From an optimization exercise on the open Yosys and OpenROAD flow, aimed at small area and a short achievable clock period; shortcuts taken in it are not production practice. RTL that was checked went through simulation tests only; none was proved equivalent to the original.

==> inputs of v20 <==
==> flow/design.v (excerpt) <==
module fmac_top
  (
   input  logic        clk,
   input  logic [31:0] a,
   input  logic [31:0] b,
   input  logic [31:0] c,
   input  logic [1:0]  rm,
   output logic [31:0] result,
   output logic        of,
   output logic        uf,
   output logic        nx,
   output logic        iv
   );
   logic [23:0] ma_d, mb_d;
   logic [12:0] x1_d, x2_d, ng_d;
   logic [6:0]  sft_d;
   logic        neg_d, stop_d, sub_d;
   logic [8:0]  e_d;
   logic [7:0]  aexp_d;
   logic        dna_d, sa_d, sbc_d, inv_d, inf_d, nzp_d;
   logic [1:0]  rm_d;
   fmac_pre u_pre
     (.a(a), .b(b), .c(c), .rm(rm),
      .ma(ma_d), .mb(mb_d), .x1(x1_d), .x2(x2_d), .ng(ng_d), .sft(sft_d),
      .neg(neg_d), .stop(stop_d), .sub(sub_d), .e(e_d), .aexp(aexp_d),
      .dna(dna_d), .sa(sa_d), .sbc(sbc_d), .inv(inv_d), .inf(inf_d), .nzp(nzp_d),
      .rmo(rm_d));
   logic [23:0] ma_q, mb_q;
   logic [12:0] x1_q, x2_q, ng_q;
   logic [6:0]  sft_q;
   logic        neg_q, stop_q, sub_q;
   logic [8:0]  e_q;
   logic [7:0]  aexp_q;
   logic        dna_q, sa_q, sbc_q, inv_q, inf_q, nzp_q;
   logic [1:0]  rm_q;
   always_ff @(posedge clk) begin
  ...
Settings: LEC_CHECK=0, ABC_AREA=1, CAP_MARGIN=20, CORE_MARGIN=2, CORE_UTILIZATION=40, SLEW_MARGIN=20; clock period 26.0 ns.
standard.sh (not shown) runs the stock make flow with config.mk's settings and CLKGATE_MAP_FILE= SYNTH_SCRIPT=/design/flow/synth_recipe.tcl, a recipe that flattens the netlist after the stock synthesis.
==> flow/flow/run.sh <==
#!/bin/bash
# Standard synthesis and layout (standard.sh), with timing repair asked to
# leave a setup margin so that the design is sized for a short achieved period.
# The SDC (clock period, I/O delays) is the standard flow's, unchanged.
set -euo pipefail
MARGIN=$(cat flow/margin.txt)
bash standard.sh synth > synth.log 2>&1
bash standard.sh SETUP_SLACK_MARGIN=$MARGIN finish > layout.log 2>&1
==> flow/flow/margin.txt <==
17
==> inputs of v2, as changes to v20 <==
--- a/flow/design.v
+++ b/flow/design.v
@@ -2167,41 +2167,25 @@
   output logic        s,
   output logic [7:0]  ex,
   output logic [23:0] up,
   output logic [1:0]  lo,
   output logic        st,
   output logic        of,
   output logic        uf
 );
-  logic [73:0] g0, g1, g2, g3, g4, g5, m74;
-  assign g0  = sft[0] ? {1'b0,  ma, 49'b0} : {ma, 50'b0};
-  assign g1  = sft[1] ? {2'b0,  g0[73:2]}  : g0;
-  assign g2  = sft[2] ? {4'b0,  g1[73:4]}  : g1;
-  assign g3  = sft[3] ? {8'b0,  g2[73:8]}  : g2;
-  assign g4  = sft[4] ? {16'b0, g3[73:16]} : g3;
-  assign g5  = sft[5] ? {32'b0, g4[73:32]} : g4;
-  assign m74 = sft[6] ? {64'b0, g5[73:64]} : g5;
-  logic [22:0] mpo;       
-  always_comb begin
-    mpo[0] = ma[0];
-    for (int k = 1; k < 23; k++) mpo[k] = mpo[k-1] | ma[k];
-  end
+  logic [97:0] shd;
+  assign shd = {ma, 74'b0} >> sft;
   logic sso;
-  always_comb begin
-    sso = 1'b0;
-    for (int k = 0; k < 23; k++)
-      if (sft == 7'(51 + k)) sso = mpo[k];
-    if (stop) sso = |ma;
-  end
+  assign sso = stop ? (|ma) : (|shd[23:0]);
   logic inv_en;
   assign inv_en = sub & !stop;
   logic [75:0] madd;
-  assign madd[47:0]  = inv_en ? ~m74[47:0] : m74[47:0];
-  assign madd[75:48] = (inv_en ? ~{2'b00, m74[73:48]} : {2'b00, m74[73:48]}) - 28'd1;
+  assign madd[47:0]  = inv_en ? ~shd[71:24] : shd[71:24];
+  assign madd[75:48] = (inv_en ? ~{2'b00, shd[97:72]} : {2'b00, shd[97:72]}) - 28'd1;
   logic [75:0] s0, s1, tx, ty;
   mul_add u_mul_add (.mb(mb), .x1(x1), .x2(x2), .ng(ng), .madd(madd),
                      .s0(s0), .s1(s1), .tx(tx), .ty(ty));
   logic tneg;
   assign tneg = inv_en & s1[75];
   logic [73:0] am;        
   assign am = tneg ? ~s0[73:0] : (sub ? s1[73:0] : s0[73:0]);
   logic sg;
@@ -2310,31 +2294,19 @@
   assign nx = (|lo) | st;
   always_comb
     case (rm)
       2'd0:    rnd = lo[1] & (lo[0] | st | up[0]);
       2'd1:    rnd = 1'b0;
       2'd2:    rnd = nx & !s;
       default: rnd = nx & s;
     endcase
-  logic [24:0] aup;       
-  logic [8:0]  aex;       
-  always_comb begin
-    aup[0] = 1'b1;
-    for (int i = 1; i < 25; i++) aup[i] = aup[i-1] & up[i-1];
-    aex[0] = 1'b1;
-    for (int i = 1; i < 9; i++) aex[i] = aex[i-1] & ex[i-1];
-  end
-  logic [23:0] upr;
-  logic        cy;
-  assign upr = up ^ ({24{rnd}} & aup[23:0]);
-  assign cy  = rnd & aup[24];
-  logic [7:0] exr;
-  assign exr = ex ^ ({8{cy}} & aex[7:0]);
-  assign result = {s, exr, cy ? upr[23:1] : upr[22:0]};
+  logic [24:0] upr;
+  assign upr = {1'b0, up} + {24'b0, rnd};
+  assign result = {s, ex + {7'b0, upr[24]}, upr[24] ? upr[23:1] : upr[22:0]};
 endmodule
 module fmac_top
   (
    input  logic        clk,
    input  logic [31:0] a,
    input  logic [31:0] b,
    input  logic [31:0] c,
    input  logic [1:0]  rm,
==> flow/flow/margin.txt (replaced) <==
16
==> inputs of v37, as changes to v20 <==
--- a/flow/design.v
+++ b/flow/design.v
@@ -2121,25 +2121,38 @@
   assign hba = |a[30:23]; assign hbb = |b[30:23]; assign hbc = |c[30:23];
   assign fza = a[22:0] == 23'd0; assign fzb = b[22:0] == 23'd0; assign fzc = c[22:0] == 23'd0;
   assign e1a = &a[30:23]; assign e1b = &b[30:23]; assign e1c = &c[30:23];
   logic zb, zc, ia, ib, ic, na, nb, nc;
   assign zb = !hbb & fzb; assign zc = !hbc & fzc;
   assign ia = e1a & fza;  assign ib = e1b & fzb;  assign ic = e1c & fzc;
   assign na = e1a & !fza; assign nb = e1b & !fzb; assign nc = e1c & !fzc;
   assign dna = !hba & !fza;
-  logic [7:0] ea, eb, ec;
-  assign ea = {a[30:24], a[23] | (!hba & !fza)};
-  assign eb = {b[30:24], b[23] | (!hbb & !fzb)};
-  assign ec = {c[30:24], c[23] | (!hbc & !fzc)};
   logic [23:0] mc;
   assign ma = {hba, a[22:0]}; assign mb = {hbb, b[22:0]}; assign mc = {hbc, c[22:0]};
   logic [9:0] sa10, e10;
-  assign e10  = {2'b0, eb} + {2'b0, ec} - 10'd100;
-  assign sa10 = e10 - {2'b0, ea};
+  logic dnb, dnc;
+  assign dnb = !hbb & !fzb; assign dnc = !hbc & !fzc;
+  logic [9:0] rb, rc, nra;
+  assign rb  = {2'b0, b[30:23]};
+  assign rc  = {2'b0, c[30:23]};
+  assign nra = {2'b11, ~a[30:23]};
+  logic [9:0] cs1, cc1, cs2, cc2, k100;
+  assign k100 = 10'd924;                      
+  assign cs1 = rb ^ rc ^ nra;
+  assign cc1 = {(rb[8:0] & rc[8:0]) | (rb[8:0] & nra[8:0]) | (rc[8:0] & nra[8:0]), 1'b0};
+  assign cs2 = cs1 ^ cc1 ^ k100;
+  assign cc2 = {(cs1[8:0] & cc1[8:0]) | (cs1[8:0] & k100[8:0]) | (cc1[8:0] & k100[8:0]), 1'b0};
+  logic [1:0] dsum;                           
+  assign dsum = {2'b0, dnb} + {1'b0, dnc} + {1'b0, !dna};
+  assign sa10 = cs2 + cc2 + {8'b0, dsum};
+  logic [9:0] es1, ec1;
+  assign es1 = rb ^ rc ^ k100;
+  assign ec1 = {(rb[8:0] & rc[8:0]) | (rb[8:0] & k100[8:0]) | (rc[8:0] & k100[8:0]), 1'b0};
+  assign e10 = es1 + ec1 + {8'b0, dnb} + {9'b0, dnc};
   assign neg  = sa10[9];
   assign stop = !neg && (sa10[8:0] >= 9'd74);
   assign sft  = stop ? 7'h7f : sa10[6:0];
   assign e    = e10[8:0];
   assign sa   = a[31];
   assign sbc  = b[31] ^ c[31];
   assign sub  = a[31] ^ b[31] ^ c[31];
   assign aexp = a[30:23];
@@ -2209,34 +2222,27 @@
   logic [75:0] lt, lg, lz, f;
   assign lt = tx ^ ty; assign lg = tx & ty; assign lz = ~(tx | ty);
   always_comb begin
     f[75] = 1'b0;
     for (int j = 2; j < 75; j++)
       f[j] = (lt[j+1] & ((lg[j] & ~lz[j-1]) | (lz[j] & ~lg[j-1]))) |
              (~lt[j+1] & ((lz[j] & ~lz[j-1]) | (lg[j] & ~lg[j-1])));
   end
-  logic [1:0] fn, fp;
-  logic t0p, g0p, z0p;
-  assign t0p = tx[0] ^ sub; assign g0p = tx[0] & sub; assign z0p = ~(tx[0] | sub);
-  assign fn[1] = (lt[2] & ((lg[1] & ~lz[0]) | (lz[1] & ~lg[0]))) | (~lt[2] & ((lz[1] & ~lz[0]) | (lg[1] & ~lg[0])));
-  assign fn[0] = (lt[1] & lz[0]) | (~lt[1] & (lt[0] | lg[0]));
-  assign fp[1] = (lt[2] & ((lg[1] & ~z0p) | (lz[1] & ~g0p))) | (~lt[2] & ((lz[1] & ~z0p) | (lg[1] & ~g0p)));
-  assign fp[0] = (lt[1] & z0p) | (~lt[1] & (t0p | g0p));
-  logic [73:0] fa;
-  assign fa = {f[73] | f[74] | f[75], f[72:2], tneg ? fn : fp};
+  logic [73:2] fa;
+  assign fa = {f[73] | f[74] | f[75], f[72:2]};
   logic [73:0] lim;
   always_comb begin
     lim = '0;
     for (int i = 0; i < 74; i++)
       if ({1'b0, e} == 10'(74 - i)) lim[i] = 1'b1;
   end
   logic [6:0] zq;
-  logic       anyz;
-  lzc128 u_lzc (.d({fa | lim, 54'b0}), .cnt(zq), .any(anyz));
+  logic       anyh;
+  lzc128 u_lzc (.d({fa | lim[73:2], 1'b1, 55'b0}), .cnt(zq), .any(anyh));
   logic [8:0] em1;
   assign em1 = e - 9'd1;
   logic hit;
   assign hit = {2'b0, zq} == em1;
   logic [73:0] m6, m5, m4, m3, m2, m1, ma1, mp;
   assign m6 = zq[6] ? {am[9:0], 64'b0} : am;
   assign m5 = zq[5] ? {m6[41:0], 32'b0} : m6;
   assign m4 = zq[4] ? {m5[57:0], 16'b0} : m5;
@@ -2313,20 +2319,18 @@
       2'd0:    rnd = lo[1] & (lo[0] | st | up[0]);
       2'd1:    rnd = 1'b0;
       2'd2:    rnd = nx & !s;
       default: rnd = nx & s;
     endcase
   logic [24:0] aup;       
   logic [8:0]  aex;       
   always_comb begin
-    aup[0] = 1'b1;
-    for (int i = 1; i < 25; i++) aup[i] = aup[i-1] & up[i-1];
-    aex[0] = 1'b1;
-    for (int i = 1; i < 9; i++) aex[i] = aex[i-1] & ex[i-1];
+    for (int i = 0; i < 25; i++) aup[i] = &(up | ~(24'hffffff >> (24 - i)));
+    for (int i = 0; i < 9; i++)  aex[i] = &(ex | ~(8'hff >> (8 - i)));
   end
   logic [23:0] upr;
   logic        cy;
   assign upr = up ^ ({24{rnd}} & aup[23:0]);
   assign cy  = rnd & aup[24];
   logic [7:0] exr;
   assign exr = ex ^ ({8{cy}} & aex[7:0]);
   assign result = {s, exr, cy ? upr[23:1] : upr[22:0]};
==> comparison table <==
	v37	v2	v20
Result of the run	finished clean	finished clean	finished clean
Max Freq	106 MHz	103 MHz	99.8 MHz
Arrival time reported for the critical path endpoint	4.23 ns	10.15 ns	4.82 ns
Layout cells sized above 1	17.3%	11.5%	19.4%
Crit path capture type	primary output	flip-flop	primary output
Post-Syn Instances	6,128	6,018	5,982
Non-clock buffering overhead	10.4%	7.36%	11.8%
Clock slew seen by the registers of the worst setup and hold paths	0.10 ns	0.09 ns	0.08 ns
Crit Path Class	reg2out	in2reg	reg2out
Cell with the most instances on the worst path	sky130_fd_sc_hd__buf_4	-	sky130_fd_sc_hd__nor2_2
Initial drt markers	6,341	5,301	5,997
Flip-flop and latch share of the layout cell area	6.77%	7.33%	6.85%
Final cell count without fillers	7,709	7,415	7,629
Total number of vias	45,542	43,161	44,644
Startpoint of the tightest hold check path	rm_q[0]$_DFF_P_	rm_q[1]$_DFF_P_	rm_q[0]$_DFF_P_
GRT Total Usage	36.5%	33.2%	35.6%
Sequential-to-total area share from yosys stat	8.08%	8.19%	8.25%
CP Launch Point	st_q$_SDFF_PP0_	c[5]	lo_q[1]$_SDFF_PP0_
Post-synthesis mux area share	0.199%	0.230%	0.281%
Total area of multi-input combinational cells	33,700 sq um	31,800 sq um	32,900 sq um
Only the layout flow was run in v20; the RTL was not checked for function there.

========
==> run H: inputs <==
RTL: one of the versions met above, not the one the previous note started from.
export LEC_CHECK = 0
export ABC_AREA = 1
export CAP_MARGIN = 20
export CORE_MARGIN = 2
export CORE_UTILIZATION = 40
export SLEW_MARGIN = 20
create_clock -name core_clock -period 26.0 [get_ports {clk}]
==> flow/flow/margin.txt <==
19
Scripts as last shown in full above: flow/flow/run.sh
==> run Z: changes against run H <==
--- a/flow/design.v
+++ b/flow/design.v
@@ -2121,25 +2121,38 @@
   assign hba = |a[30:23]; assign hbb = |b[30:23]; assign hbc = |c[30:23];
   assign fza = a[22:0] == 23'd0; assign fzb = b[22:0] == 23'd0; assign fzc = c[22:0] == 23'd0;
   assign e1a = &a[30:23]; assign e1b = &b[30:23]; assign e1c = &c[30:23];
   logic zb, zc, ia, ib, ic, na, nb, nc;
   assign zb = !hbb & fzb; assign zc = !hbc & fzc;
   assign ia = e1a & fza;  assign ib = e1b & fzb;  assign ic = e1c & fzc;
   assign na = e1a & !fza; assign nb = e1b & !fzb; assign nc = e1c & !fzc;
   assign dna = !hba & !fza;
-  logic [7:0] ea, eb, ec;
-  assign ea = {a[30:24], a[23] | (!hba & !fza)};
-  assign eb = {b[30:24], b[23] | (!hbb & !fzb)};
-  assign ec = {c[30:24], c[23] | (!hbc & !fzc)};
   logic [23:0] mc;
   assign ma = {hba, a[22:0]}; assign mb = {hbb, b[22:0]}; assign mc = {hbc, c[22:0]};
   logic [9:0] sa10, e10;
-  assign e10  = {2'b0, eb} + {2'b0, ec} - 10'd100;
-  assign sa10 = e10 - {2'b0, ea};
+  logic dnb, dnc;
+  assign dnb = !hbb & !fzb; assign dnc = !hbc & !fzc;
+  logic [9:0] rb, rc, nra;
+  assign rb  = {2'b0, b[30:23]};
+  assign rc  = {2'b0, c[30:23]};
+  assign nra = {2'b11, ~a[30:23]};
+  logic [9:0] cs1, cc1, cs2, cc2, k100;
+  assign k100 = 10'd924;                      
+  assign cs1 = rb ^ rc ^ nra;
+  assign cc1 = {(rb[8:0] & rc[8:0]) | (rb[8:0] & nra[8:0]) | (rc[8:0] & nra[8:0]), 1'b0};
+  assign cs2 = cs1 ^ cc1 ^ k100;
+  assign cc2 = {(cs1[8:0] & cc1[8:0]) | (cs1[8:0] & k100[8:0]) | (cc1[8:0] & k100[8:0]), 1'b0};
+  logic [1:0] dsum;                           
+  assign dsum = {2'b0, dnb} + {1'b0, dnc} + {1'b0, !dna};
+  assign sa10 = cs2 + cc2 + {8'b0, dsum};
+  logic [9:0] es1, ec1;
+  assign es1 = rb ^ rc ^ k100;
+  assign ec1 = {(rb[8:0] & rc[8:0]) | (rb[8:0] & k100[8:0]) | (rc[8:0] & k100[8:0]), 1'b0};
+  assign e10 = es1 + ec1 + {8'b0, dnb} + {9'b0, dnc};
   assign neg  = sa10[9];
   assign stop = !neg && (sa10[8:0] >= 9'd74);
   assign sft  = stop ? 7'h7f : sa10[6:0];
   assign e    = e10[8:0];
   assign sa   = a[31];
   assign sbc  = b[31] ^ c[31];
   assign sub  = a[31] ^ b[31] ^ c[31];
   assign aexp = a[30:23];
@@ -2167,25 +2180,41 @@
   output logic        s,
   output logic [7:0]  ex,
   output logic [23:0] up,
   output logic [1:0]  lo,
   output logic        st,
   output logic        of,
   output logic        uf
 );
-  logic [97:0] shd;
-  assign shd = {ma, 74'b0} >> sft;
+  logic [73:0] g0, g1, g2, g3, g4, g5, m74;
+  assign g0  = sft[0] ? {1'b0,  ma, 49'b0} : {ma, 50'b0};
+  assign g1  = sft[1] ? {2'b0,  g0[73:2]}  : g0;
+  assign g2  = sft[2] ? {4'b0,  g1[73:4]}  : g1;
+  assign g3  = sft[3] ? {8'b0,  g2[73:8]}  : g2;
+  assign g4  = sft[4] ? {16'b0, g3[73:16]} : g3;
+  assign g5  = sft[5] ? {32'b0, g4[73:32]} : g4;
+  assign m74 = sft[6] ? {64'b0, g5[73:64]} : g5;
+  logic [22:0] mpo;       
+  always_comb begin
+    mpo[0] = ma[0];
+    for (int k = 1; k < 23; k++) mpo[k] = mpo[k-1] | ma[k];
+  end
   logic sso;
-  assign sso = stop ? (|ma) : (|shd[23:0]);
+  always_comb begin
+    sso = 1'b0;
+    for (int k = 0; k < 23; k++)
+      if (sft == 7'(51 + k)) sso = mpo[k];
+    if (stop) sso = |ma;
+  end
   logic inv_en;
   assign inv_en = sub & !stop;
   logic [75:0] madd;
-  assign madd[47:0]  = inv_en ? ~shd[71:24] : shd[71:24];
-  assign madd[75:48] = (inv_en ? ~{2'b00, shd[97:72]} : {2'b00, shd[97:72]}) - 28'd1;
+  assign madd[47:0]  = inv_en ? ~m74[47:0] : m74[47:0];
+  assign madd[75:48] = (inv_en ? ~{2'b00, m74[73:48]} : {2'b00, m74[73:48]}) - 28'd1;
   logic [75:0] s0, s1, tx, ty;
   mul_add u_mul_add (.mb(mb), .x1(x1), .x2(x2), .ng(ng), .madd(madd),
                      .s0(s0), .s1(s1), .tx(tx), .ty(ty));
   logic tneg;
   assign tneg = inv_en & s1[75];
   logic [73:0] am;        
   assign am = tneg ? ~s0[73:0] : (sub ? s1[73:0] : s0[73:0]);
   logic sg;
@@ -2193,34 +2222,27 @@
   logic [75:0] lt, lg, lz, f;
   assign lt = tx ^ ty; assign lg = tx & ty; assign lz = ~(tx | ty);
   always_comb begin
     f[75] = 1'b0;
     for (int j = 2; j < 75; j++)
       f[j] = (lt[j+1] & ((lg[j] & ~lz[j-1]) | (lz[j] & ~lg[j-1]))) |
              (~lt[j+1] & ((lz[j] & ~lz[j-1]) | (lg[j] & ~lg[j-1])));
   end
-  logic [1:0] fn, fp;
-  logic t0p, g0p, z0p;
-  assign t0p = tx[0] ^ sub; assign g0p = tx[0] & sub; assign z0p = ~(tx[0] | sub);
-  assign fn[1] = (lt[2] & ((lg[1] & ~lz[0]) | (lz[1] & ~lg[0]))) | (~lt[2] & ((lz[1] & ~lz[0]) | (lg[1] & ~lg[0])));
-  assign fn[0] = (lt[1] & lz[0]) | (~lt[1] & (lt[0] | lg[0]));
-  assign fp[1] = (lt[2] & ((lg[1] & ~z0p) | (lz[1] & ~g0p))) | (~lt[2] & ((lz[1] & ~z0p) | (lg[1] & ~g0p)));
-  assign fp[0] = (lt[1] & z0p) | (~lt[1] & (t0p | g0p));
-  logic [73:0] fa;
-  assign fa = {f[73] | f[74] | f[75], f[72:2], tneg ? fn : fp};
+  logic [73:2] fa;
+  assign fa = {f[73] | f[74] | f[75], f[72:2]};
   logic [73:0] lim;
   always_comb begin
     lim = '0;
     for (int i = 0; i < 74; i++)
       if ({1'b0, e} == 10'(74 - i)) lim[i] = 1'b1;
   end
   logic [6:0] zq;
-  logic       anyz;
-  lzc128 u_lzc (.d({fa | lim, 54'b0}), .cnt(zq), .any(anyz));
+  logic       anyh;
+  lzc128 u_lzc (.d({fa | lim[73:2], 1'b1, 55'b0}), .cnt(zq), .any(anyh));
   logic [8:0] em1;
   assign em1 = e - 9'd1;
   logic hit;
   assign hit = {2'b0, zq} == em1;
   logic [73:0] m6, m5, m4, m3, m2, m1, ma1, mp;
   assign m6 = zq[6] ? {am[9:0], 64'b0} : am;
   assign m5 = zq[5] ? {m6[41:0], 32'b0} : m6;
   assign m4 = zq[4] ? {m5[57:0], 16'b0} : m5;
@@ -2294,19 +2316,29 @@
   assign nx = (|lo) | st;
   always_comb
     case (rm)
       2'd0:    rnd = lo[1] & (lo[0] | st | up[0]);
       2'd1:    rnd = 1'b0;
       2'd2:    rnd = nx & !s;
       default: rnd = nx & s;
     endcase
-  logic [24:0] upr;
-  assign upr = {1'b0, up} + {24'b0, rnd};
-  assign result = {s, ex + {7'b0, upr[24]}, upr[24] ? upr[23:1] : upr[22:0]};
+  logic [24:0] aup;       
+  logic [8:0]  aex;       
+  always_comb begin
+    for (int i = 0; i < 25; i++) aup[i] = &(up | ~(24'hffffff >> (24 - i)));
+    for (int i = 0; i < 9; i++)  aex[i] = &(ex | ~(8'hff >> (8 - i)));
+  end
+  logic [23:0] upr;
+  logic        cy;
+  assign upr = up ^ ({24{rnd}} & aup[23:0]);
+  assign cy  = rnd & aup[24];
+  logic [7:0] exr;
+  assign exr = ex ^ ({8{cy}} & aex[7:0]);
+  assign result = {s, exr, cy ? upr[23:1] : upr[22:0]};
 endmodule
 module fmac_top
   (
    input  logic        clk,
    input  logic [31:0] a,
    input  logic [31:0] b,
    input  logic [31:0] c,
    input  logic [1:0]  rm,
==> flow/flow/margin.txt (replaced) <==
16
- TNS_END_PERCENT: not set -> 0
==> run B: changes against run H <==
--- a/flow/design.v
+++ b/flow/design.v
@@ -2121,25 +2121,38 @@
   assign hba = |a[30:23]; assign hbb = |b[30:23]; assign hbc = |c[30:23];
   assign fza = a[22:0] == 23'd0; assign fzb = b[22:0] == 23'd0; assign fzc = c[22:0] == 23'd0;
   assign e1a = &a[30:23]; assign e1b = &b[30:23]; assign e1c = &c[30:23];
   logic zb, zc, ia, ib, ic, na, nb, nc;
   assign zb = !hbb & fzb; assign zc = !hbc & fzc;
   assign ia = e1a & fza;  assign ib = e1b & fzb;  assign ic = e1c & fzc;
   assign na = e1a & !fza; assign nb = e1b & !fzb; assign nc = e1c & !fzc;
   assign dna = !hba & !fza;
-  logic [7:0] ea, eb, ec;
-  assign ea = {a[30:24], a[23] | (!hba & !fza)};
-  assign eb = {b[30:24], b[23] | (!hbb & !fzb)};
-  assign ec = {c[30:24], c[23] | (!hbc & !fzc)};
   logic [23:0] mc;
   assign ma = {hba, a[22:0]}; assign mb = {hbb, b[22:0]}; assign mc = {hbc, c[22:0]};
   logic [9:0] sa10, e10;
-  assign e10  = {2'b0, eb} + {2'b0, ec} - 10'd100;
-  assign sa10 = e10 - {2'b0, ea};
+  logic dnb, dnc;
+  assign dnb = !hbb & !fzb; assign dnc = !hbc & !fzc;
+  logic [9:0] rb, rc, nra;
+  assign rb  = {2'b0, b[30:23]};
+  assign rc  = {2'b0, c[30:23]};
+  assign nra = {2'b11, ~a[30:23]};
+  logic [9:0] cs1, cc1, cs2, cc2, k100;
+  assign k100 = 10'd924;                      
+  assign cs1 = rb ^ rc ^ nra;
+  assign cc1 = {(rb[8:0] & rc[8:0]) | (rb[8:0] & nra[8:0]) | (rc[8:0] & nra[8:0]), 1'b0};
+  assign cs2 = cs1 ^ cc1 ^ k100;
+  assign cc2 = {(cs1[8:0] & cc1[8:0]) | (cs1[8:0] & k100[8:0]) | (cc1[8:0] & k100[8:0]), 1'b0};
+  logic [1:0] dsum;                           
+  assign dsum = {2'b0, dnb} + {1'b0, dnc} + {1'b0, !dna};
+  assign sa10 = cs2 + cc2 + {8'b0, dsum};
+  logic [9:0] es1, ec1;
+  assign es1 = rb ^ rc ^ k100;
+  assign ec1 = {(rb[8:0] & rc[8:0]) | (rb[8:0] & k100[8:0]) | (rc[8:0] & k100[8:0]), 1'b0};
+  assign e10 = es1 + ec1 + {8'b0, dnb} + {9'b0, dnc};
   assign neg  = sa10[9];
   assign stop = !neg && (sa10[8:0] >= 9'd74);
   assign sft  = stop ? 7'h7f : sa10[6:0];
   assign e    = e10[8:0];
   assign sa   = a[31];
   assign sbc  = b[31] ^ c[31];
   assign sub  = a[31] ^ b[31] ^ c[31];
   assign aexp = a[30:23];
@@ -2167,25 +2180,41 @@
   output logic        s,
   output logic [7:0]  ex,
   output logic [23:0] up,
   output logic [1:0]  lo,
   output logic        st,
   output logic        of,
   output logic        uf
 );
-  logic [97:0] shd;
-  assign shd = {ma, 74'b0} >> sft;
+  logic [73:0] g0, g1, g2, g3, g4, g5, m74;
+  assign g0  = sft[0] ? {1'b0,  ma, 49'b0} : {ma, 50'b0};
+  assign g1  = sft[1] ? {2'b0,  g0[73:2]}  : g0;
+  assign g2  = sft[2] ? {4'b0,  g1[73:4]}  : g1;
+  assign g3  = sft[3] ? {8'b0,  g2[73:8]}  : g2;
+  assign g4  = sft[4] ? {16'b0, g3[73:16]} : g3;
+  assign g5  = sft[5] ? {32'b0, g4[73:32]} : g4;
+  assign m74 = sft[6] ? {64'b0, g5[73:64]} : g5;
+  logic [22:0] mpo;       
+  always_comb begin
+    mpo[0] = ma[0];
+    for (int k = 1; k < 23; k++) mpo[k] = mpo[k-1] | ma[k];
+  end
   logic sso;
-  assign sso = stop ? (|ma) : (|shd[23:0]);
+  always_comb begin
+    sso = 1'b0;
+    for (int k = 0; k < 23; k++)
+      if (sft == 7'(51 + k)) sso = mpo[k];
+    if (stop) sso = |ma;
+  end
   logic inv_en;
   assign inv_en = sub & !stop;
   logic [75:0] madd;
-  assign madd[47:0]  = inv_en ? ~shd[71:24] : shd[71:24];
-  assign madd[75:48] = (inv_en ? ~{2'b00, shd[97:72]} : {2'b00, shd[97:72]}) - 28'd1;
+  assign madd[47:0]  = inv_en ? ~m74[47:0] : m74[47:0];
+  assign madd[75:48] = (inv_en ? ~{2'b00, m74[73:48]} : {2'b00, m74[73:48]}) - 28'd1;
   logic [75:0] s0, s1, tx, ty;
   mul_add u_mul_add (.mb(mb), .x1(x1), .x2(x2), .ng(ng), .madd(madd),
                      .s0(s0), .s1(s1), .tx(tx), .ty(ty));
   logic tneg;
   assign tneg = inv_en & s1[75];
   logic [73:0] am;        
   assign am = tneg ? ~s0[73:0] : (sub ? s1[73:0] : s0[73:0]);
   logic sg;
@@ -2193,34 +2222,27 @@
   logic [75:0] lt, lg, lz, f;
   assign lt = tx ^ ty; assign lg = tx & ty; assign lz = ~(tx | ty);
   always_comb begin
     f[75] = 1'b0;
     for (int j = 2; j < 75; j++)
       f[j] = (lt[j+1] & ((lg[j] & ~lz[j-1]) | (lz[j] & ~lg[j-1]))) |
              (~lt[j+1] & ((lz[j] & ~lz[j-1]) | (lg[j] & ~lg[j-1])));
   end
-  logic [1:0] fn, fp;
-  logic t0p, g0p, z0p;
-  assign t0p = tx[0] ^ sub; assign g0p = tx[0] & sub; assign z0p = ~(tx[0] | sub);
-  assign fn[1] = (lt[2] & ((lg[1] & ~lz[0]) | (lz[1] & ~lg[0]))) | (~lt[2] & ((lz[1] & ~lz[0]) | (lg[1] & ~lg[0])));
-  assign fn[0] = (lt[1] & lz[0]) | (~lt[1] & (lt[0] | lg[0]));
-  assign fp[1] = (lt[2] & ((lg[1] & ~z0p) | (lz[1] & ~g0p))) | (~lt[2] & ((lz[1] & ~z0p) | (lg[1] & ~g0p)));
-  assign fp[0] = (lt[1] & z0p) | (~lt[1] & (t0p | g0p));
-  logic [73:0] fa;
-  assign fa = {f[73] | f[74] | f[75], f[72:2], tneg ? fn : fp};
+  logic [73:2] fa;
+  assign fa = {f[73] | f[74] | f[75], f[72:2]};
   logic [73:0] lim;
   always_comb begin
     lim = '0;
     for (int i = 0; i < 74; i++)
       if ({1'b0, e} == 10'(74 - i)) lim[i] = 1'b1;
   end
   logic [6:0] zq;
-  logic       anyz;
-  lzc128 u_lzc (.d({fa | lim, 54'b0}), .cnt(zq), .any(anyz));
+  logic       anyh;
+  lzc128 u_lzc (.d({fa | lim[73:2], 1'b1, 55'b0}), .cnt(zq), .any(anyh));
   logic [8:0] em1;
   assign em1 = e - 9'd1;
   logic hit;
   assign hit = {2'b0, zq} == em1;
   logic [73:0] m6, m5, m4, m3, m2, m1, ma1, mp;
   assign m6 = zq[6] ? {am[9:0], 64'b0} : am;
   assign m5 = zq[5] ? {m6[41:0], 32'b0} : m6;
   assign m4 = zq[4] ? {m5[57:0], 16'b0} : m5;
@@ -2294,19 +2316,29 @@
   assign nx = (|lo) | st;
   always_comb
     case (rm)
       2'd0:    rnd = lo[1] & (lo[0] | st | up[0]);
       2'd1:    rnd = 1'b0;
       2'd2:    rnd = nx & !s;
       default: rnd = nx & s;
     endcase
-  logic [24:0] upr;
-  assign upr = {1'b0, up} + {24'b0, rnd};
-  assign result = {s, ex + {7'b0, upr[24]}, upr[24] ? upr[23:1] : upr[22:0]};
+  logic [24:0] aup;       
+  logic [8:0]  aex;       
+  always_comb begin
+    for (int i = 0; i < 25; i++) aup[i] = &(up | ~(24'hffffff >> (24 - i)));
+    for (int i = 0; i < 9; i++)  aex[i] = &(ex | ~(8'hff >> (8 - i)));
+  end
+  logic [23:0] upr;
+  logic        cy;
+  assign upr = up ^ ({24{rnd}} & aup[23:0]);
+  assign cy  = rnd & aup[24];
+  logic [7:0] exr;
+  assign exr = ex ^ ({8{cy}} & aex[7:0]);
+  assign result = {s, exr, cy ? upr[23:1] : upr[22:0]};
 endmodule
 module fmac_top
   (
    input  logic        clk,
    input  logic [31:0] a,
    input  logic [31:0] b,
    input  logic [31:0] c,
    input  logic [1:0]  rm,
==> flow/flow/margin.txt (replaced) <==
16
- ABC_AREA: 1 -> not set
==> summary of the runs <==
- Die area, highest first: run Z, run B, run H.
- Core utilization: run H > run B > run Z.
- The lowest non-clock buffer count belongs to run Z, the highest to run H.
- Routed wire length, lowest first: run Z, run H, run B.
- The lowest design area belongs to run Z, the highest to run H.
- The lowest synthesized cell count belongs to run B, the highest to run Z.
- Maximum frequency: run H > run Z > run B.
- In run H the cell count is higher than in run B, by about 17%.
- Of run H and run Z, run H has the higher via count (gap about 1.2%, measured against run Z).
==> figures <==
item                                                                                         run B                    run H                    run Z
Worst path max stage delay                                                                  550 ps                   530 ps                   570 ps
Status                                                                     complete, no violations  complete, no violations  complete, no violations
Buffer count excluding the clock tree in the final layout                                      456                      495                      293
Portion of the clock cycle consumed by the worst path in the final layout                   39.57%                   35.47%                   38.18%
Start point of the critical path                                                          sft_q[0]                  x1_q[5]                 mb_q[23]
Total iterations of the first detailed-routing run                                               7                        9                        7
Syn nets                                                                                      5694                     6650                     6787
Final cell count without fillers                                                              6454                     7576                     7479
Die height                                                                           318.3 microns            316.8 microns            318.8 microns
Worst R2R Setup Slack                                                                     15710 ps                 16780 ps                 16070 ps
Multi-input gate share of total cell area                                                   74.51%                   69.63%                   71.90%
Total half-perimeter wirelength after legalization and detailed placement           140000 microns           135100 microns           142600 microns
Sequential fraction of total cell area                                                      6.822%                   6.932%                   7.305%
Routed wirelength normalized by instance count                                       28.60 microns            24.22 microns            24.38 microns
Number of fill cells in the layout                                                            9616                     9626                    10380
Final layout net count                                                                        5817                     6918                     6838
Number of distinct standard cells referenced by the synthesized netlist                        109                       79                       75

## separate check: timing with driven ports
Ports are ideal in the flow. The routed layouts listed here were re-timed in OpenROAD.
Step 1 (the two cells are an assumption about what drives the block):
set clk [get_ports {clk}]
set_driving_cell -lib_cell sky130_fd_sc_hd__clkbuf_16 $clk
set_driving_cell -lib_cell sky130_fd_sc_hd__buf_2 [delete_from_list [all_inputs] $clk]
Step 2 adds t to the input delays and takes it off the output delays; t is the mean of the earliest and latest rising clock arrival at the registers after step 1. Input paths then give back, and output paths get back, about the clock's delay inside the block.
Three values: ideal, step 1, step 2; two values: the first two.
| run | shift t [ns] | slack for setup (ns) | worst hold slack (ns) | clock arrival spread, ns | worst slew at a driven data input, ns |
|---|---|---|---|---|---|
| v20 | 0.562 | 15.983 / 15.912 / 16.474 | 0.327 / 0.327 / 0.327 | 0.016 / 0.016 | 0.06 |
| v2 | 0.562 | 16.277 / 16.220 / 15.761 | 0.338 / 0.338 / 0.338 | 0.025 / 0.025 | 0.05 |
| v37 | 0.572 | 16.569 / 16.502 / 16.617 | 0.325 / 0.325 / 0.325 | 0.032 / 0.032 | 0.10 |
| run H | 0.555 | 16.778 / 16.778 / 16.778 | 0.331 / 0.331 / 0.331 | 0.017 / 0.017 | 0.05 |
| run Z | 0.591 | 16.074 / 16.071 / 15.977 | 0.332 / 0.332 / 0.332 | 0.038 / 0.038 | 0.10 |
| run B | 0.558 | 15.712 / 15.712 / 15.712 | 0.331 / 0.331 / 0.331 | 0.017 / 0.016 | 0.09 |
After both steps setup and hold are still met in every run listed. For v2, which loses most, drivers alone change the setup slack by -0.057 ns; drivers and shift together by -0.516 ns.
